This design comes from an exercise in tuning for small area on the open sky130 flow, not from production work. In this exercise RTL edits were held to simulation tests only and were not proved equivalent to the original. Power is estimated from default activity; no workload was simulated.

[flow/design.v]
module hvsync_generator_1(clk, rst, vga_h_sync, vga_v_sync, inDisplayArea, CounterX, CounterY);
input clk;
input rst;
output vga_h_sync, vga_v_sync;
output inDisplayArea;
output [10:0] CounterX;
output [8:0] CounterY;
reg [10:0] CounterX;
reg [8:0] CounterY;
wire CounterXmaxed = (CounterX==11'h5FF);  
always @(posedge clk)  
if(rst)
	CounterX <= 0;
else if(CounterXmaxed)
	CounterX <= 0;
else
	CounterX <= CounterX + 1;
always @(posedge clk)  
if(rst) CounterY <= 0;
else if(CounterXmaxed) CounterY <= CounterY + 1;
reg	vga_HS, vga_VS;
always @(posedge clk)
begin
	vga_HS <= (CounterX[10:5]==6'h00);  
	vga_VS <= (CounterY==500);  
end
reg inDisplayArea;
always @(posedge clk)
if(rst)
	inDisplayArea <= 0;
else if(inDisplayArea==0)
	inDisplayArea <= (CounterXmaxed) && (CounterY<480);
else
	inDisplayArea <= !(CounterX==1278);
assign vga_h_sync = ~vga_HS;
assign vga_v_sync = ~vga_VS;
endmodule
module bannerpart1_9 (
    input clk,   
    input wire [7:0] address,   
    output reg [56:0] outdata
  );
  (* rom_style = "block" *)
  reg [7:0] address_reg;
  always @* begin
    case (address_reg)
        0: outdata = 57'b000000000000000000000000000000000000000000000000000000111;
        1: outdata = 57'b000000000000000000000000000000000000000000000000000000111;
        2: outdata = 57'b000000000000000000000000000000000000000000000000000000111;
        3: outdata = 57'b000000000000000000000000000000000000000000000000111111000;
        4: outdata = 57'b000000000000000000000000000000000000000000000000111111000;
        5: outdata = 57'b000000000000000000000000000000000000000000000000111111000;
        6: outdata = 57'b000000000000000000000000000000000000000000000111000000000;
        7: outdata = 57'b000000000000000000000000000000000000000000000111000000000;
        8: outdata = 57'b000000000000000000000000000000000000000000000111000000000;
        9: outdata = 57'b000000000000000000000000000000000000000111111000000000000;
        10: outdata = 57'b000000000000000000000000000000000000000111111000000000000;
        11: outdata = 57'b000000000000000000000000000000000000000111111000000000000;
        12: outdata = 57'b000000000000000000000000000000000111111000000000000000000;
        13: outdata = 57'b000000000000000000000000000000000111111000000000000000000;
        14: outdata = 57'b000000000000000000000000000000000111111000000000000000000;
        15: outdata = 57'b000000000000000000000000000111111000000000000000000000000;
        16: outdata = 57'b000000000000000000000000000111111000000000000000000000000;
        17: outdata = 57'b000000000000000000000000000111111000000000000000000000000;
        18: outdata = 57'b000000000000000000000000111000000000000000000000000000000;
        19: outdata = 57'b000000000000000000000000111000000000000000000000000000000;
        20: outdata = 57'b000000000000000000000000111000000000000000000000000000000;
        21: outdata = 57'b000000000000000000111111000000000000000000000000000000000;
        22: outdata = 57'b000000000000000000111111000000000000000000000000000000000;
        23: outdata = 57'b000000000000000000111111000000000000000000000000000000000;
        24: outdata = 57'b000000000000111111000000000000000000000000000000000000000;
        25: outdata = 57'b000000000000111111000000000000000000000000000000000000000;
        26: outdata = 57'b000000000000111111000000000000000000000000000000000000000;
        27: outdata = 57'b000000111111000000000000000000000000000000000000000000000;
        28: outdata = 57'b000000111111000000000000000000000000000000000000000000000;
        29: outdata = 57'b000000111111000000000000000000000000000000000000000000000;
        30: outdata = 57'b111111000000000000000000000000000000000000000000000000000;
        31: outdata = 57'b111111000000000000000000000000000000000000000000000000000;
        32: outdata = 57'b111111000000000000000000000000000000000000000000000000000;
        33: outdata = 57'b111000000000000000000000000000000000000000000000000000000;
        34: outdata = 57'b111000000000000000000000000000000000000000000000000000000;
        35: outdata = 57'b111000000000000000000000000000000000000000000000000000000;
        36: outdata = 57'b111000000000000000000000000000000000000000000000000000000;
        37: outdata = 57'b111000000000000000000000000000000000000000000000000000000;
        38: outdata = 57'b111000000000000000000000000000000000000000000000000000000;
        39: outdata = 57'b111000000000000000000000000000000000000000000000000000000;
        40: outdata = 57'b111000000000000000000000000000000000000000000000000000000;
        41: outdata = 57'b111000000000000000000000000000000000000000000000000000000;
        42: outdata = 57'b111000000000000000000000000000000000000000000000000000000;
        43: outdata = 57'b111000000000000000000000000000000000000000000000000000000;
        44: outdata = 57'b111000000000000000000000000000000000000000000000000000000;
        45: outdata = 57'b111000000000000000000000000000000000000000000000000000000;
        46: outdata = 57'b111000000000000000000000000000000000000000000000000000000;
        47: outdata = 57'b111000000000000000000000000000000000000000000000000000000;
        48: outdata = 57'b111000000000000000000000000000000000000000000000000000000;
        49: outdata = 57'b111000000000000000000000000000000000000000000000000000000;
        50: outdata = 57'b111000000000000000000000000000000000000000000000000000000;
        51: outdata = 57'b111000000000000000000000000000000000000000000000000000000;
        52: outdata = 57'b111000000000000000000000000000000000000000000000000000000;
        53: outdata = 57'b111000000000000000000000000000000000000000000000000000000;
        54: outdata = 57'b111000000000000000000000000000000000000000000000000000000;
        55: outdata = 57'b111000000000000000000000000000000000000000000000000000000;
        56: outdata = 57'b111000000000000000000000000000000000000000000000000000000;
        57: outdata = 57'b111000000000000000111111111111000000000000111000000111000;
        58: outdata = 57'b111000000000000000111111111111000000000000111000000111000;
        59: outdata = 57'b111000000000000000111111111111000000000000111000000111000;
        60: outdata = 57'b111000000000000000111111000000111000000000111000000111000;
        61: outdata = 57'b111000000000000000111111000000111000000000111000000111000;
        62: outdata = 57'b111000000000000000111111000000111000000000111000000111000;
        63: outdata = 57'b111000000000000000111111000000111000000000111111111111000;
        64: outdata = 57'b111000000000000000111111000000111000000000111111111111000;
        65: outdata = 57'b111000000000000000111111000000111000000000111111111111000;
        66: outdata = 57'b111000000000000000111111111111000000000000000000111111000;
        67: outdata = 57'b111000000000000000111111111111000000000000000000111111000;
        68: outdata = 57'b111000000000000000111111111111000000000000000000111111000;
        69: outdata = 57'b111000000000000000111111000000000000000000000000111111000;
        70: outdata = 57'b111000000000000000111111000000000000000000000000111111000;
        71: outdata = 57'b111000000000000000111111000000000000000000000000111111000;
        72: outdata = 57'b111000000000000000111111000000000000000000111111111000000;
        73: outdata = 57'b111000000000000000111111000000000000000000111111111000000;
        74: outdata = 57'b111000000000000000111111000000000000000000111111111000000;
        75: outdata = 57'b111000000000000000000000000000000000000000000000000000000;
        76: outdata = 57'b111000000000000000000000000000000000000000000000000000000;
        77: outdata = 57'b111000000000000000000000000000000000000000000000000000000;
        78: outdata = 57'b111000000000000000000000000000000000000000000000000000000;
        79: outdata = 57'b111000000000000000000000000000000000000000000000000000000;
        80: outdata = 57'b111000000000000000000000000000000000000000000000000000000;
        81: outdata = 57'b111000000000000000000000000000000000000000000000000000000;
        82: outdata = 57'b111000000000000000000000000000000000000000000000000000000;
        83: outdata = 57'b111000000000000000000000000000000000000000000000000000000;
        84: outdata = 57'b111000000000000000000000000000000000000000000000000000000;
        85: outdata = 57'b111000000000000000000000000000000000000000000000000000000;
        86: outdata = 57'b111000000000000000000000000000000000000000000000000000000;
        87: outdata = 57'b111000000000000000000000000000000000000000000000000000000;
        88: outdata = 57'b111000000000000000000000000000000000000000000000000000000;
        89: outdata = 57'b111000000000000000000000000000000000000000000000000000000;
        90: outdata = 57'b111000000000000000000000000000000000000000000000000000000;
        91: outdata = 57'b111000000000000000000000000000000000000000000000000000000;
        92: outdata = 57'b111000000000000000000000000000000000000000000000000000000;
        93: outdata = 57'b111000000000000000000000000000000000000000000000000000000;
        94: outdata = 57'b111000000000000000000000000000000000000000000000000000000;
        95: outdata = 57'b111000000000000000000000000000000000000000000000000000000;
        96: outdata = 57'b000111000000000000000000000000000000000000000000000000000;
        97: outdata = 57'b000111000000000000000000000000000000000000000000000000000;
        98: outdata = 57'b000111000000000000000000000000000000000000000000000000000;
        99: outdata = 57'b000000111111000000000000000000000000000000000000000000000;
        100: outdata = 57'b000000111111000000000000000000000000000000000000000000000;
        101: outdata = 57'b000000111111000000000000000000000000000000000000000000000;
        102: outdata = 57'b000000000000111111000000000000000000000000000000000000000;
        103: outdata = 57'b000000000000111111000000000000000000000000000000000000000;
        104: outdata = 57'b000000000000111111000000000000000000000000000000000000000;
        105: outdata = 57'b000000000000000000111111000000000000000000000000000000000;
        106: outdata = 57'b000000000000000000111111000000000000000000000000000000000;
        107: outdata = 57'b000000000000000000111111000000000000000000000000000000000;
        108: outdata = 57'b000000000000000000000000111000000000000000000000000000000;
        109: outdata = 57'b000000000000000000000000111000000000000000000000000000000;
        110: outdata = 57'b000000000000000000000000111000000000000000000000000000000;
        111: outdata = 57'b000000000000000000000000000111111000000000000000000000000;
        112: outdata = 57'b000000000000000000000000000111111000000000000000000000000;
        113: outdata = 57'b000000000000000000000000000111111000000000000000000000000;
        114: outdata = 57'b000000000000000000000000000000000111111000000000000000000;
        115: outdata = 57'b000000000000000000000000000000000111111000000000000000000;
        116: outdata = 57'b000000000000000000000000000000000111111000000000000000000;
        117: outdata = 57'b000000000000000000000000000000000000000111111000000000000;
        118: outdata = 57'b000000000000000000000000000000000000000111111000000000000;
        119: outdata = 57'b000000000000000000000000000000000000000111111000000000000;
        120: outdata = 57'b000000000000000000000000000000000000000000000111000000000;
        121: outdata = 57'b000000000000000000000000000000000000000000000111000000000;
        122: outdata = 57'b000000000000000000000000000000000000000000000111000000000;
        123: outdata = 57'b000000000000000000000000000000000000000000000000111111000;
        124: outdata = 57'b000000000000000000000000000000000000000000000000111111000;
        125: outdata = 57'b000000000000000000000000000000000000000000000000111111000;
        126: outdata = 57'b000000000000000000000000000000000000000000000000000000111;
        127: outdata = 57'b000000000000000000000000000000000000000000000000000000111;
        128: outdata = 57'b000000000000000000000000000000000000000000000000000000111;
        default: outdata = 57'b000000000000000000000000000000000000000000000000000000000000000;
        endcase
  end
  always @(posedge clk) begin
    address_reg <= address;
  end
endmodule
module bannerpart2_10 (
    input clk,   
    input wire [7:0] address,   
    output reg [56:0] outdata
  );
  (* rom_style = "block" *)
  reg [7:0] address_reg;
  always @* begin
    case (address_reg)
        0: outdata = 57'b111000000000000000000000000000000000000000000000000000000;
        1: outdata = 57'b111000000000000000000000000000000000000000000000000000000;
        2: outdata = 57'b111000000000000000000000000000000000000000000000000000000;
        3: outdata = 57'b000111111000000000000000000000000000000000000000000000000;
        4: outdata = 57'b000111111000000000000000000000000000000000000000000000000;
        5: outdata = 57'b000111111000000000000000000000000000000000000000000000000;
        6: outdata = 57'b000000000111000000000000000000000000000000000000000000000;
        7: outdata = 57'b000000000111000000000000000000000000000000000000000000000;
        8: outdata = 57'b000000000111000000000000000000000000000000000000000000000;
        9: outdata = 57'b000000000000111111000000000000000000000000000000000000000;
        10: outdata = 57'b000000000000111111000000000000000000000000000000000000000;
        11: outdata = 57'b000000000000111111000000000000000000000000000000000000000;
        12: outdata = 57'b000000000000000000111111000000000000000000000000000000000;
        13: outdata = 57'b000000000000000000111111000000000000000000000000000000000;
        14: outdata = 57'b000000000000000000111111000000000000000000000000000000000;
        15: outdata = 57'b000000000000000000000000111111000000000000000000000000000;
        16: outdata = 57'b000000000000000000000000111111000000000000000000000000000;
        17: outdata = 57'b000000000000000000000000111111000000000000000000000000000;
        18: outdata = 57'b000000000000000000000000000000111111000000000000000000000;
        19: outdata = 57'b000000000000000000000000000000111111000000000000000000000;
        20: outdata = 57'b000000000000000000000000000000111111000000000000000000000;
        21: outdata = 57'b000000000000000000000000000000000000111000000000000000000;
        22: outdata = 57'b000000000000000000000000000000000000111000000000000000000;
        23: outdata = 57'b000000000000000000000000000000000000111000000000000000000;
        24: outdata = 57'b000000000000000000000000000000000000000111111000000000000;
        25: outdata = 57'b000000000000000000000000000000000000000111111000000000000;
        26: outdata = 57'b000000000000000000000000000000000000000111111000000000000;
        27: outdata = 57'b000000000000000000000000000000000000000000000111111000000;
        28: outdata = 57'b000000000000000000000000000000000000000000000111111000000;
        29: outdata = 57'b000000000000000000000000000000000000000000000111111000000;
        30: outdata = 57'b000000000000000000000000000000000000000000000000000111111;
        31: outdata = 57'b000000000000000000000000000000000000000000000000000111111;
        32: outdata = 57'b000000000000000000000000000000000000000000000000000111111;
        33: outdata = 57'b000000000000000000000000000000000000000000000000000000111;
        34: outdata = 57'b000000000000000000000000000000000000000000000000000000111;
        35: outdata = 57'b000000000000000000000000000000000000000000000000000000111;
        36: outdata = 57'b000000000000000000000000000000000000000000000000000000111;
        37: outdata = 57'b000000000000000000000000000000000000000000000000000000111;
        38: outdata = 57'b000000000000000000000000000000000000000000000000000000111;
        39: outdata = 57'b000000000000000000000000000000000000000000000000000000111;
        40: outdata = 57'b000000000000000000000000000000000000000000000000000000111;
        41: outdata = 57'b000000000000000000000000000000000000000000000000000000111;
        42: outdata = 57'b000000000000000000000000000000000000000000000000000000111;
        43: outdata = 57'b000000000000000000000000000000000000000000000000000000111;
        44: outdata = 57'b000000000000000000000000000000000000000000000000000000111;
        45: outdata = 57'b000000000000000000000000000000000000000000000000000000111;
        46: outdata = 57'b000000000000000000000000000000000000000000000000000000111;
        47: outdata = 57'b000000000000000000000000000000000000000000000000000000111;
        48: outdata = 57'b000000000000000000000000000000000000000000000000000000111;
        49: outdata = 57'b000000000000000000000000000000000000000000000000000000111;
        50: outdata = 57'b000000000000000000000000000000000000000000000000000000111;
        51: outdata = 57'b000000000000000000000000000000000000000000000000000000111;
        52: outdata = 57'b000000000000000000000000000000000000000000000000000000111;
        53: outdata = 57'b000000000000000000000000000000000000000000000000000000111;
        54: outdata = 57'b000000000000000000000000000000000000000000000000000000111;
        55: outdata = 57'b000000000000000000000000000000000000000000000000000000111;
        56: outdata = 57'b000000000000000000000000000000000000000000000000000000111;
        57: outdata = 57'b000000111111111111000000000000111111111000000000000000111;
        58: outdata = 57'b000000111111111111000000000000111111111000000000000000111;
        59: outdata = 57'b000000111111111111000000000000111111111000000000000000111;
        60: outdata = 57'b000000111111000000111000000111111000000111000000000000111;
        61: outdata = 57'b000000111111000000111000000111111000000111000000000000111;
        62: outdata = 57'b000000111111000000111000000111111000000111000000000000111;
        63: outdata = 57'b000000111111000000111000000111111000000111000000000000111;
        64: outdata = 57'b000000111111000000111000000111111000000111000000000000111;
        65: outdata = 57'b000000111111000000111000000111111000000111000000000000111;
        66: outdata = 57'b000000111111111111000000000111111111111111000000000000111;
        67: outdata = 57'b000000111111111111000000000111111111111111000000000000111;
        68: outdata = 57'b000000111111111111000000000111111111111111000000000000111;
        69: outdata = 57'b000000111111000000000000000111111000000000000000000000111;
        70: outdata = 57'b000000111111000000000000000111111000000000000000000000111;
        71: outdata = 57'b000000111111000000000000000111111000000000000000000000111;
        72: outdata = 57'b000000111111000000000000000000111111111111000000000000111;
        73: outdata = 57'b000000111111000000000000000000111111111111000000000000111;
        74: outdata = 57'b000000111111000000000000000000111111111111000000000000111;
        75: outdata = 57'b000000000000000000000000000000000000000000000000000000111;
        76: outdata = 57'b000000000000000000000000000000000000000000000000000000111;
        77: outdata = 57'b000000000000000000000000000000000000000000000000000000111;
        78: outdata = 57'b000000000000000000000000000000000000000000000000000000111;
        79: outdata = 57'b000000000000000000000000000000000000000000000000000000111;
        80: outdata = 57'b000000000000000000000000000000000000000000000000000000111;
        81: outdata = 57'b000000000000000000000000000000000000000000000000000000111;
        82: outdata = 57'b000000000000000000000000000000000000000000000000000000111;
        83: outdata = 57'b000000000000000000000000000000000000000000000000000000111;
        84: outdata = 57'b000000000000000000000000000000000000000000000000000000111;
        85: outdata = 57'b000000000000000000000000000000000000000000000000000000111;
        86: outdata = 57'b000000000000000000000000000000000000000000000000000000111;
        87: outdata = 57'b000000000000000000000000000000000000000000000000000000111;
        88: outdata = 57'b000000000000000000000000000000000000000000000000000000111;
        89: outdata = 57'b000000000000000000000000000000000000000000000000000000111;
        90: outdata = 57'b000000000000000000000000000000000000000000000000000000111;
        91: outdata = 57'b000000000000000000000000000000000000000000000000000000111;
        92: outdata = 57'b000000000000000000000000000000000000000000000000000000111;
        93: outdata = 57'b000000000000000000000000000000000000000000000000000000111;
        94: outdata = 57'b000000000000000000000000000000000000000000000000000000111;
        95: outdata = 57'b000000000000000000000000000000000000000000000000000000111;
        96: outdata = 57'b000000000000000000000000000000000000000000000000000111000;
        97: outdata = 57'b000000000000000000000000000000000000000000000000000111000;
        98: outdata = 57'b000000000000000000000000000000000000000000000000000111000;
        99: outdata = 57'b000000000000000000000000000000000000000000000111111000000;
        100: outdata = 57'b000000000000000000000000000000000000000000000111111000000;
        101: outdata = 57'b000000000000000000000000000000000000000000000111111000000;
        102: outdata = 57'b000000000000000000000000000000000000000111111000000000000;
        103: outdata = 57'b000000000000000000000000000000000000000111111000000000000;
        104: outdata = 57'b000000000000000000000000000000000000000111111000000000000;
        105: outdata = 57'b000000000000000000000000000000000111111000000000000000000;
        106: outdata = 57'b000000000000000000000000000000000111111000000000000000000;
        107: outdata = 57'b000000000000000000000000000000000111111000000000000000000;
        108: outdata = 57'b000000000000000000000000000000111000000000000000000000000;
        109: outdata = 57'b000000000000000000000000000000111000000000000000000000000;
        110: outdata = 57'b000000000000000000000000000000111000000000000000000000000;
        111: outdata = 57'b000000000000000000000000111111000000000000000000000000000;
        112: outdata = 57'b000000000000000000000000111111000000000000000000000000000;
        113: outdata = 57'b000000000000000000000000111111000000000000000000000000000;
        114: outdata = 57'b000000000000000000111111000000000000000000000000000000000;
        115: outdata = 57'b000000000000000000111111000000000000000000000000000000000;
        116: outdata = 57'b000000000000000000111111000000000000000000000000000000000;
        117: outdata = 57'b000000000000111111000000000000000000000000000000000000000;
        118: outdata = 57'b000000000000111111000000000000000000000000000000000000000;
        119: outdata = 57'b000000000000111111000000000000000000000000000000000000000;
        120: outdata = 57'b000000000111000000000000000000000000000000000000000000000;
        121: outdata = 57'b000000000111000000000000000000000000000000000000000000000;
        122: outdata = 57'b000000000111000000000000000000000000000000000000000000000;
        123: outdata = 57'b000111111000000000000000000000000000000000000000000000000;
        124: outdata = 57'b000111111000000000000000000000000000000000000000000000000;
        125: outdata = 57'b000111111000000000000000000000000000000000000000000000000;
        126: outdata = 57'b111000000000000000000000000000000000000000000000000000000;
        127: outdata = 57'b111000000000000000000000000000000000000000000000000000000;
        128: outdata = 57'b111000000000000000000000000000000000000000000000000000000;
        default: outdata = 57'b000000000000000000000000000000000000000000000000000000000000000;
        endcase
  end
  always @(posedge clk) begin
    address_reg <= address;
  end
endmodule
module bannerword1_11 (
    input clk,   
    input wire [4:0] address,   
    output reg [69:0] outdata
  );
  (* rom_style = "block" *)
  reg [4:0] address_reg;
  always @* begin
    case(address_reg)
    0: outdata = 70'b1111110000001111110000001111111110000001111110000001111110000000000001;
    1: outdata = 70'b1111110000001111110000001111111110000001111110000001111110000000000001;
    2: outdata = 70'b1111110000001111110000001111111110000001111110000001111110000000000001;
    3: outdata = 70'b1110001110001110001110001110000000001110000000001110000000000000000001;
    4: outdata = 70'b1110001110001110001110001110000000001110000000001110000000000000000001;
    5: outdata = 70'b1110001110001110001110001110000000001110000000001110000000000000000001;
    6: outdata = 70'b1111111110001111110000001111110000000001110000000001110000000000000001;
    7: outdata = 70'b1111111110001111110000001111110000000001110000000001110000000000000001;
    8: outdata = 70'b1111111110001111110000001111110000000001110000000001110000000000000001;
    9: outdata = 70'b1110000000001110001110001110000000000000001110000000001110000000000001;
    10: outdata = 70'b1110000000001110001110001110000000000000001110000000001110000000000001;
    11: outdata = 70'b1110000000001110001110001110000000000000001110000000001110000000000001;
    12: outdata = 70'b1110000000001110001110001111111110001111111110001111111110000000000001;
    13: outdata = 70'b1110000000001110001110001111111110001111111110001111111110000000000001;
    14: outdata = 70'b1110000000001110001110001111111110001111111110001111111110000000000001;
    default: outdata = 0;
    endcase
  end
  always @(posedge clk) begin
    address_reg <= address;
  end
endmodule
module bannerword2_12 (
    input clk,   
    input wire [4:0] address,   
    output reg [70:0] outdata
  );
  (* rom_style = "block" *)
  reg [4:0] address_reg;
  always @* begin
    case(address_reg)
    0: outdata = 71'b11111000000111111000000111000111000000000000111111000000111000111000111;
    1: outdata = 71'b11111000000111111000000111000111000000000000111111000000111000111000111;
    2: outdata = 71'b11111000000111111000000111000111000000000000111111000000111000111000111;
    3: outdata = 71'b11000111000111000111000111000111000000000000111000111000111000111000000;
    4: outdata = 71'b11000111000111000111000111000111000000000000111000111000111000111000000;
    5: outdata = 71'b11000111000111000111000111000111000000000000111000111000111000111000000;
    6: outdata = 71'b11111111000111000111000000111000000000000000111111000000111000111000000;
    7: outdata = 71'b11111111000111000111000000111000000000000000111111000000111000111000000;
    8: outdata = 71'b11111111000111000111000000111000000000000000111111000000111000111000000;
    9: outdata = 71'b11000111000111000111000000111000000000000000111000111000111000111000000;
    10: outdata = 71'b11000111000111000111000000111000000000000000111000111000111000111000000;
    11: outdata = 71'b11000111000111000111000000111000000000000000111000111000111000111000000;
    12: outdata = 71'b11000111000111000111000000111000000000000000111111111000000111111000000;
    13: outdata = 71'b11000111000111000111000000111000000000000000111111111000000111111000000;
    14: outdata = 71'b11000111000111000111000000111000000000000000111111111000000111111000000;
    default: outdata = 0;
    endcase
  end
  always @(posedge clk) begin
    address_reg <= address;
  end
endmodule
module bannerword3_13 (
    input clk,   
    input wire [4:0] address,   
    output reg [69:0] outdata
  );
  (* rom_style = "block" *)
  reg [4:0] address_reg;
  always @* begin
    case(address_reg)
    0: outdata = 70'b1111110001111111110001111110000001111110000000000001111111110001111110;
    1: outdata = 70'b1111110001111111110001111110000001111110000000000001111111110001111110;
    2: outdata = 70'b1111110001111111110001111110000001111110000000000001111111110001111110;
    3: outdata = 70'b1110000000001110000001110001110001110001110000000000001110000001110001;
    4: outdata = 70'b1110000000001110000001110001110001110001110000000000001110000001110001;
    5: outdata = 70'b1110000000001110000001110001110001110001110000000000001110000001110001;
    6: outdata = 70'b1110000000001110000001110001110001110001110000000000001110000001110001;
    7: outdata = 70'b1110000000001110000001110001110001110001110000000000001110000001110001;
    8: outdata = 70'b1110000000001110000001110001110001110001110000000000001110000001110001;
    9: outdata = 70'b1110000000001110000001110001110001110001110000000000001110000001110001;
    10: outdata = 70'b1110000000001110000001110001110001110001110000000000001110000001110001;
    11: outdata = 70'b1110000000001110000001110001110001110001110000000000001110000001110001;
    12: outdata = 70'b1110000000001110000000001111110001110001110000000000001110000000001111;
    13: outdata = 70'b1110000000001110000000001111110001110001110000000000001110000000001111;
    14: outdata = 70'b1110000000001110000000001111110001110001110000000000001110000000001111;
    default: outdata = 0;
    endcase
  end
  always @(posedge clk) begin
    address_reg <= address;
  end
endmodule
module bannerword4_14 (
    input clk,   
    input wire [4:0] address,   
    output reg [70:0] outdata
  );
  (* rom_style = "block" *)
  reg [4:0] address_reg;
  always @* begin
    case(address_reg)
      0: outdata = 71'b00000000000000000111111000111111111000111111000000111111000000111111111;
      1: outdata = 71'b00000000000000000111111000111111111000111111000000111111000000111111111;
      2: outdata = 71'b00000000000000000111111000111111111000111111000000111111000000111111111;
      3: outdata = 71'b11000000000000111000000000000111000000111000111000111000111000000111000;
      4: outdata = 71'b11000000000000111000000000000111000000111000111000111000111000000111000;
      5: outdata = 71'b11000000000000111000000000000111000000111000111000111000111000000111000;
      6: outdata = 71'b11000000000000000111000000000111000000111111111000111111000000000111000;
      7: outdata = 71'b11000000000000000111000000000111000000111111111000111111000000000111000;
      8: outdata = 71'b11000000000000000111000000000111000000111111111000111111000000000111000;
      9: outdata = 71'b11000000000000000000111000000111000000111000111000111000111000000111000;
      10: outdata = 71'b11000000000000000000111000000111000000111000111000111000111000000111000;
      11: outdata = 71'b11000000000000000000111000000111000000111000111000111000111000000111000;
      12: outdata = 71'b11000000000000111111111000000111000000111000111000111000111000000111000;
      13: outdata = 71'b11000000000000111111111000000111000000111000111000111000111000000111000;
      14: outdata = 71'b11000000000000111111111000000111000000111000111000111000111000000111000;
    default: outdata = 0;
    endcase
  end
  always @(posedge clk) begin
    address_reg <= address;
  end
endmodule
module bannerdraw_3 (
    input clk,
    input rst,
    output reg out
  );
  wire [1-1:0] M_hvsync_vga_h_sync;
  wire [1-1:0] M_hvsync_vga_v_sync;
  wire [1-1:0] M_hvsync_inDisplayArea;
  wire [11-1:0] M_hvsync_CounterX;
  wire [9-1:0] M_hvsync_CounterY;
  hvsync_generator_1 hvsync (
    .clk(clk),
    .rst(rst),
    .vga_h_sync(M_hvsync_vga_h_sync),
    .vga_v_sync(M_hvsync_vga_v_sync),
    .inDisplayArea(M_hvsync_inDisplayArea),
    .CounterX(M_hvsync_CounterX),
    .CounterY(M_hvsync_CounterY)
  );
  wire [57-1:0] M_part1_outdata;
  reg [8-1:0] M_part1_address;
  bannerpart1_9 part1 (
    .clk(clk),
    .address(M_part1_address),
    .outdata(M_part1_outdata)
  );
  wire [57-1:0] M_part2_outdata;
  reg [8-1:0] M_part2_address;
  bannerpart2_10 part2 (
    .clk(clk),
    .address(M_part2_address),
    .outdata(M_part2_outdata)
  );
  wire [70-1:0] M_word1_outdata;
  reg [5-1:0] M_word1_address;
  bannerword1_11 word1 (
    .clk(clk),
    .address(M_word1_address),
    .outdata(M_word1_outdata)
  );
  wire [71-1:0] M_word2_outdata;
  reg [5-1:0] M_word2_address;
  bannerword2_12 word2 (
    .clk(clk),
    .address(M_word2_address),
    .outdata(M_word2_outdata)
  );
  wire [70-1:0] M_word3_outdata;
  reg [5-1:0] M_word3_address;
  bannerword3_13 word3 (
    .clk(clk),
    .address(M_word3_address),
    .outdata(M_word3_outdata)
  );
  wire [71-1:0] M_word4_outdata;
  reg [5-1:0] M_word4_address;
  bannerword4_14 word4 (
    .clk(clk),
    .address(M_word4_address),
    .outdata(M_word4_outdata)
  );
  reg [10:0] counterh;
  reg [8:0] counterv;
  reg [56:0] fullcounter;
  reg [69:0] counter70;
  reg [70:0] counter71;
  reg [10:0] bitindex;
  always @* begin
    fullcounter = 57'h0;
    counter70 = 70'h0;
    counter71 = 71'h0;
    bitindex = 11'h0;
    counterh = M_hvsync_CounterX;
    counterv = M_hvsync_CounterY;
    if (((counterh >= 9'h177 & counterh <= 9'h1e9)) & ((counterv >= 7'h78) & (counterv <= 8'hf8))) begin
      M_part1_address = counterv - 7'h78;
      M_part2_address = 1'h0;
      M_word1_address = 1'h0;
      M_word2_address = 1'h0;
      M_word3_address = 1'h0;
      M_word4_address = 1'h0;
      fullcounter = M_part1_outdata;
      bitindex = (6'h38 - ((counterh - 9'h177) / 2'h2));
      out = (bitindex < 11'd57) ? fullcounter[bitindex] : 1'h0;
    end else begin
      if (((counterh >= 9'h1eb & counterh <= 10'h25d)) & ((counterv >= 7'h78) & (counterv <= 8'hf8))) begin
        M_word1_address = 1'h0;
        M_word2_address = 1'h0;
        M_word3_address = 1'h0;
        M_word4_address = 1'h0;
        M_part1_address = 1'h0;
        M_part2_address = counterv - 7'h78;
        fullcounter = M_part2_outdata;
        bitindex = (6'h38 - ((counterh - 9'h1eb) / 2'h2));
        out = (bitindex < 11'd57) ? fullcounter[bitindex] : 1'h0;
      end else begin
        if (((counterh >= 9'h177 & counterh <= 10'h203)) & ((counterv >= 9'h10e) & (counterv <= 9'h11c))) begin
          M_word1_address = counterv - 9'h10e;
          M_word2_address = 1'h0;
          M_word3_address = 1'h0;
          M_word4_address = 1'h0;
          M_part1_address = 1'h0;
          M_part2_address = 1'h0;
          counter70 = M_word1_outdata;
          bitindex = (7'h45 - ((counterh - 9'h177) / 2'h2));
          out = (bitindex < 11'd70) ? counter70[bitindex] : 1'h0;
        end else begin
          if (((counterh >= 10'h204 & counterh <= 10'h292)) & ((counterv >= 9'h10e) & (counterv <= 9'h11c))) begin
            M_word1_address = 1'h0;
            M_word2_address = counterv - 9'h10e;
            M_word3_address = 1'h0;
            M_word4_address = 1'h0;
            M_part1_address = 1'h0;
            M_part2_address = 1'h0;
            counter71 = M_word2_outdata;
            bitindex = (7'h46 - ((counterh - 10'h204) / 2'h2));
            out = (bitindex < 11'd71) ? counter71[bitindex] : 1'h0;
          end else begin
            if (((counterh >= 10'h293 & counterh <= 10'h31f)) & ((counterv >= 9'h10e) & (counterv <= 9'h11c))) begin
              M_word1_address = 1'h0;
              M_word2_address = 1'h0;
              M_word3_address = counterv - 9'h10e;
              M_word4_address = 1'h0;
              M_part1_address = 1'h0;
              M_part2_address = 1'h0;
              counter70 = M_word3_outdata;
              bitindex = (7'h45 - ((counterh - 10'h293) / 2'h2));
              out = (bitindex < 11'd70) ? counter70[bitindex] : 1'h0;
            end else begin
              if (((counterh >= 10'h31d & counterh <= 10'h3ae)) & ((counterv >= 9'h10e) & (counterv <= 9'h11c))) begin
                M_word1_address = 1'h0;
                M_word2_address = 1'h0;
                M_word3_address = 1'h0;
                M_word4_address = counterv - 9'h10e;
                M_part1_address = 1'h0;
                M_part2_address = 1'h0;
                counter71 = M_word4_outdata;
                bitindex = (7'h46 - ((counterh - 10'h31d) / 2'h2));
                out = (bitindex < 11'd71) ? counter71[bitindex] : 1'h0;
              end else begin
                M_part1_address = 1'h0;
                M_part2_address = 1'h0;
                M_word1_address = 1'h0;
                M_word2_address = 1'h0;
                M_word3_address = 1'h0;
                M_word4_address = 1'h0;
                out = 1'h0;
              end
            end
          end
        end
      end
    end
  end
endmodule
module mojo_top_0(clk, rst, vga_h_sync, vga_v_sync, vga_R, vga_G, vga_B, quadA, quadB);
input clk;
input rst;
output vga_h_sync, vga_v_sync, vga_R, vga_G, vga_B;
input quadA, quadB;
wire inDisplayArea;
wire [10:0] CounterX;
wire [8:0] CounterY;
wire out;
hvsync_generator_1 syncgen(.clk(clk), .rst(rst), .vga_h_sync(vga_h_sync), .vga_v_sync(vga_v_sync), 
  .inDisplayArea(inDisplayArea), .CounterX(CounterX), .CounterY(CounterY));
bannerdraw_3 banner(.clk(clk), .rst(rst), .out(out));
wire R = out;
wire G = out;
wire B = out;
reg vga_R, vga_G, vga_B;
always @(posedge clk)
begin
	vga_R <= R & inDisplayArea;
	vga_G <= G & inDisplayArea;
	vga_B <= B & inDisplayArea;
end
endmodule
[flow/run.sh]
#!/bin/bash
# synth_recipe.tcl (not shown) runs the flow's synth.tcl, then flattens the netlist and writes it again
# the make line also repeats each setting of config.mk as NAME=value (left out here)
make -C /OpenROAD-flow-scripts/flow DESIGN_CONFIG=/design/flow/config.mk WORK_HOME=/design/flow/orfs CLKGATE_MAP_FILE= SYNTH_SCRIPT=/design/flow/synth_recipe.tcl finish
[flow/config.mk]
export PLATFORM = sky130hd
export DESIGN_NAME = mojo_top_0
export DESIGN_NICKNAME = mojo_top_0
export VERILOG_FILES = /design/flow/design.v
export SDC_FILE = /design/flow/constraint.sdc
export NUM_CORES = 4
export LEC_CHECK = 0
export CAP_MARGIN = 20
export CORE_MARGIN = 2
export CORE_UTILIZATION = 40
export SLEW_MARGIN = 20
export SYNTH_MEMORY_MAX_BITS = 32768
[flow/constraint.sdc]
create_clock -name core_clock -period 5.0 [get_ports {clk}]
set_input_delay 1.0000 -clock core_clock [delete_from_list [all_inputs] [get_ports {clk}]]
set_output_delay 1.0000 -clock core_clock [all_outputs]
set_load 0.01 [all_outputs]
==> metrics list <==
- In the global route stage, overall resource usage came out at 0.219.
- Of the available clock period, the critical path in the final layout requires 0.889.
* Leading area contributor after synthesis: sky130_fd_sc_hd__dfxtp_1
* Combinational power share: 0.253
* Worst path buffer plus inverter count: 2
- Sort of element at the end of the critical path: flop
- The wire-length estimate of the detail-placed layout is 18,900 um.
* Crit-path max cell delay: 0.75 ns
- Die Width: 153 um
- Worst relative slew slack: 0.336
- Buffers inserted to repair hold after CTS numbered 0.
* Cell Area, Synth: 8870 um2
- Core Footprint: 21,800 um2
- Deepest clock path buffer count: 2
- Clock sink count: 111
- 0 antenna diodes ended up in the layout.
- Maximum number of pins on one net before global-route repair: 44
- In this run the worst path has a maximum fanout of 16.
- Post-Synthesis Net Count: 1,191
* Register share of total power: 0.404
- Of the total power, the share spent switching nets is 0.317.
- The first routing iteration left 745 violations.
- Once placement completed, the tool counted placed cells totaling 1,383.
* Post-layout net count: 1,149
- The tree is rooted in a sky130_fd_sc_hd__clkbuf_16.
- Counting flops with an async set or reset pin after synthesis yields a share of 0.
- By area the synthesized netlist is led by sky130_fd_sc_hd__dfxtp_1 (25%), sky130_fd_sc_hd__nor2_1 (6.1%), sky130_fd_sc_hd__nand2_1 (5.5%), sky130_fd_sc_hd__xnor2_1 (4.7%), sky130_fd_sc_hd__ha_1 (4.4%).
- Clock network power share: 0.343
- Cell class contributing the biggest share of worst-path delay: compound AO/OA/AOI/OAI gates
- For this run, the detailed router's first-pass iteration total came to 7.
- After synthesis the netlist holds a flip-flop and latch count of 111.
- For this design the ratio of total power to cell area is 237 nW/um2.
- Once layout is complete, the cells apart from fillers number 1,399.
- The number of gates resized after CTS was 0.
* Number of vias in the routed layout: 8,350
* Clock latency of the later-clocked register in the worst-skew pair: 0.37 ns
- The congestion estimate from routability-driven global placement came to 0.929.
- Min-delay worst type: reg -> reg
* Number of antenna violations at the first check in global routing: 0
- F_max: 225 MHz
* Worst path required time: 5.25 ns
* Type of element launching the critical path: flop
- The floorplan has 54 rows.
- Leakage Power: 3.43 nW
- Fin Setup TNS: 0 ns
- Most common flop cell mapped by yosys: sky130_fd_sc_hd__dfxtp_1
- The count of pins over their slew limit came to 0.
- In this run, CTS created clock tree buffers numbering 9.
* Count of pins on the block boundary: 9
- Deepest level of the CTS H-tree: 3
- Global-route wire length before repair: 41,400 um
* Final WL: 25,700 um
- The detail route stage leaves a number of antenna-violating nets equal to 0.
* Finish-stage setup viols: 0
* Yosys warnings: 9
* Internal Pwr Total: 0.00152 W
* Clock-pin slew on the worst setup and hold paths: 0.08 ns
* Routed length per instance: 18.4 um
- Die outline area: 23,400 um2
* Run status: complete, no violations
* Vias per Instance: 5.97
- Ordered cell list for the critical path: inv_1 > ha_1 > inv_1 > ha_1 > xnor3_1 > mux4_2 > o311ai_0 > o21ai_0 > o311ai_0 > o21ai_0 > and4_1 > o211a_1
- Fraction of final layout cells with drive strength greater than 1: 0.0804
* Max-cap violations: 0
- Data on the critical path arrives at its endpoint at 4.70 ns.
* Area Growth Syn to Fin: 5.74%
- The number of setup buffers added after CTS is 0.
- Time the worst path needs with I/O delays and setup: 4.44 ns
- IR analysis of the VDD net gives a maximum drop of 180 uV.
* Remaining design rule violation count: 0
- Net switching component of the power: 0.000703 W
* Cell count after synthesis: 1,156
- Transition at the pin with the smallest max-transition slack: 0.989 ns
- Averaged over all synthesized cells, the footprint is 7.67 um2.
- Setup repair after global routing left no endpoint under its margin.
- In this run the vertical extent of the chip is 153 um.
- For this configuration, the core starts out at a cell density of 0.406.
- Slowest CP cell: sky130_fd_sc_hd__dfxtp_1
- TritonCTS clock tree: built
* Final hold violations: 0
* Post-Route Skew: 0.0103 ns
- Area share of the largest cell type after synthesis: 0.251
- Number of global-route vias before repair: 7,696
- The total overflow left after global routing is 0.
- Port Buffer Count: 6
* Count of cell types in the netlist: 87
- The critical path is of the reg -> reg type.
* Post-synthesis sequential area ratio: 0.251
- Number of enable-type register cells in the synthesized netlist: 0
==> power groups by stage <==
stage	logic (W)	registers (W)	clock network [W]
after floorplan	0.000458	0.000913	0
after global placement	0.000547	0.000918	0
after detailed placement	0.000554	0.000918	0
after CTS	0.000556	0.000897	0.000779
after global routing	0.000619	0.000899	0.000815
final	0.000561	0.000898	0.000762
==> path summary, 6_finish.rpt <==
check	start	to	cells after the start	slack (ns)
max	banner.hvsync.CounterX[1]$_SDFF_PP0_	vga_B$_DFF_P_	12	0.56
max reg2reg	banner.hvsync.CounterX[1]$_SDFF_PP0_	vga_B$_DFF_P_	12	0.56
min reg2reg	syncgen.CounterX[0]$_SDFF_PP0_	syncgen.CounterX[0]$_SDFF_PP0_	1	0.49
min	syncgen.CounterX[0]$_SDFF_PP0_	syncgen.CounterX[0]$_SDFF_PP0_	1	0.49
==> worst register-to-register path, cell delays in order (launching register included) <==
cell	delay, ns
sky130_fd_sc_hd__dfxtp_1	0.75
sky130_fd_sc_hd__inv_1	0.30
sky130_fd_sc_hd__ha_1	0.37
sky130_fd_sc_hd__inv_1	0.24
sky130_fd_sc_hd__ha_1	0.39
sky130_fd_sc_hd__xnor3_1	0.62
sky130_fd_sc_hd__mux4_2	0.56
sky130_fd_sc_hd__o311ai_0	0.10
sky130_fd_sc_hd__o21ai_0	0.16
sky130_fd_sc_hd__o311ai_0	0.29
sky130_fd_sc_hd__o21ai_0	0.19
sky130_fd_sc_hd__and4_1	0.24
sky130_fd_sc_hd__o211a_1	0.12
==> layout make-up <==
class	instances	area [um2]
Timing Repair Buffer	29	233
Tap cell	280	350
Multi-Input combinational cell	931	6140
Clock inverter	7	88.8
Inverter	32	120
Fill cell	2269	12400
Sequential cell	111	2220
Clock buffer	9	225
==> logic make-up (layout without fill, tap and decap cells) <==
family	after synthesis	in the layout	share of synthesized area
flip-flops	111	111	0.251
AND/OR/NAND/NOR	466	466	0.252
adder cells (fa/ha/maj)	31	31	0.0437
multiplexers	45	45	0.0634
AO/OA/AOI/OAI	302	302	0.235
XOR/XNOR	87	87	0.0979
buffers and inverters	114	77	0.0573
==> Yosys cell counts (5+ instances only) <==
| cell type | n |
|---|---|
| sky130_fd_sc_hd__nor2_1 | 144 |
| sky130_fd_sc_hd__nand2_1 | 130 |
| sky130_fd_sc_hd__dfxtp_1 | 111 |
| sky130_fd_sc_hd__a21oi_1 | 68 |
| sky130_fd_sc_hd__o21ai_0 | 60 |
| sky130_fd_sc_hd__clkbuf_1 | 48 |
| sky130_fd_sc_hd__xnor2_1 | 48 |
| sky130_fd_sc_hd__nand3_1 | 44 |
| sky130_fd_sc_hd__ha_1 | 31 |
| sky130_fd_sc_hd__inv_1 | 31 |
| sky130_fd_sc_hd__mux2i_1 | 28 |
| sky130_fd_sc_hd__xor2_1 | 28 |
| sky130_fd_sc_hd__nor3_1 | 23 |
| sky130_fd_sc_hd__buf_2 | 19 |
| sky130_fd_sc_hd__nor2b_1 | 18 |
| sky130_fd_sc_hd__nand4_1 | 17 |
| sky130_fd_sc_hd__a31oi_1 | 16 |
| sky130_fd_sc_hd__o211ai_1 | 14 |
| sky130_fd_sc_hd__a211oi_1 | 13 |
| sky130_fd_sc_hd__and2_1 | 13 |
| sky130_fd_sc_hd__nand2b_1 | 13 |
| sky130_fd_sc_hd__o22ai_1 | 13 |
| sky130_fd_sc_hd__a21o_1 | 10 |
| sky130_fd_sc_hd__a32oi_1 | 9 |
| sky130_fd_sc_hd__mux2_2 | 9 |
| sky130_fd_sc_hd__nor4_1 | 9 |
| sky130_fd_sc_hd__a311oi_1 | 8 |
| sky130_fd_sc_hd__mux4_2 | 8 |
| sky130_fd_sc_hd__o31ai_1 | 8 |
| sky130_fd_sc_hd__or2_2 | 8 |
| sky130_fd_sc_hd__xnor2_2 | 8 |
| sky130_fd_sc_hd__and3_1 | 7 |
| sky130_fd_sc_hd__buf_4 | 7 |
| sky130_fd_sc_hd__or3_1 | 7 |
| sky130_fd_sc_hd__a221o_1 | 6 |
| sky130_fd_sc_hd__a22oi_1 | 6 |
| sky130_fd_sc_hd__nand3b_1 | 6 |
| sky130_fd_sc_hd__o311ai_0 | 6 |
| sky130_fd_sc_hd__and4b_1 | 5 |
| sky130_fd_sc_hd__nand4b_1 | 5 |
| sky130_fd_sc_hd__o21a_1 | 5 |
==> per-stage QoR <==
stage / hold slack, ns / utilization / power [W] / area, um2 / setup slack, ns
finish: 0.493 / 0.430 / 0.00222 / 9380 / 0.556
detailed placement: 0.473 / 0.415 / 0.00147 / 9060 / 0.660
CTS: 0.492 / 0.430 / 0.00223 / 9380 / 0.631
global route: 0.515 / 0.430 / 0.00233 / 9380 / 0.265
global placement: 0.464 / 0.415 / 0.00147 / 9060 / 0.694
floorplan: 0.441 / - / 0.00137 / 8870 / 1.25
==> metal layers <==
layer  GRT usage  wire, um  vias to the layer above
li1            -         -                     4097
met1       0.301     11900                     3899
met2       0.343     11400                      306
met3      0.0340      1590                       48
met4      0.0908       833                        0
met5           0         0                        -
==> cells in the final DEF, fill, tap and decap left out, types with 31 or more instances in the layout <==
cell type / synthesis / routed
sky130_fd_sc_hd__nand2_1: 130 / 130
sky130_fd_sc_hd__ha_1: 31 / 31
sky130_fd_sc_hd__xnor2_1: 48 / 48
sky130_fd_sc_hd__a21oi_1: 68 / 68
sky130_fd_sc_hd__nor2_1: 144 / 144
sky130_fd_sc_hd__nand3_1: 44 / 44
sky130_fd_sc_hd__dfxtp_1: 111 / 111
sky130_fd_sc_hd__o21ai_0: 60 / 60
sky130_fd_sc_hd__inv_1: 31 / 31

port drivers added, routing unchanged:
Ports are ideal in the flow. The routed layout listed here was re-timed in OpenROAD. Step 1: set_driving_cell puts a clkbuf_16 on clk and a buf_2 on each other input, an assumption about the parent block. Step 2 adds t to the input delays and takes it off the output delays; t is the mean of the earliest and latest rising clock arrival at the registers after step 1. Input paths then give back, and output paths get back, about the clock's delay inside the block. a / b / c = ideal / step 1 / step 2; a / b = the first two.
t, ns: 0.410
setup slack, ns: 0.556 / 0.556 / 0.556
slew at the worst register clock pin (ns): 0.08 / 0.08
cell pins on the clock port's net: 1
After both steps this run still meets setup and hold. For this run, drivers alone change the setup slack by 0.000 ns; drivers and shift together by 0.000 ns.
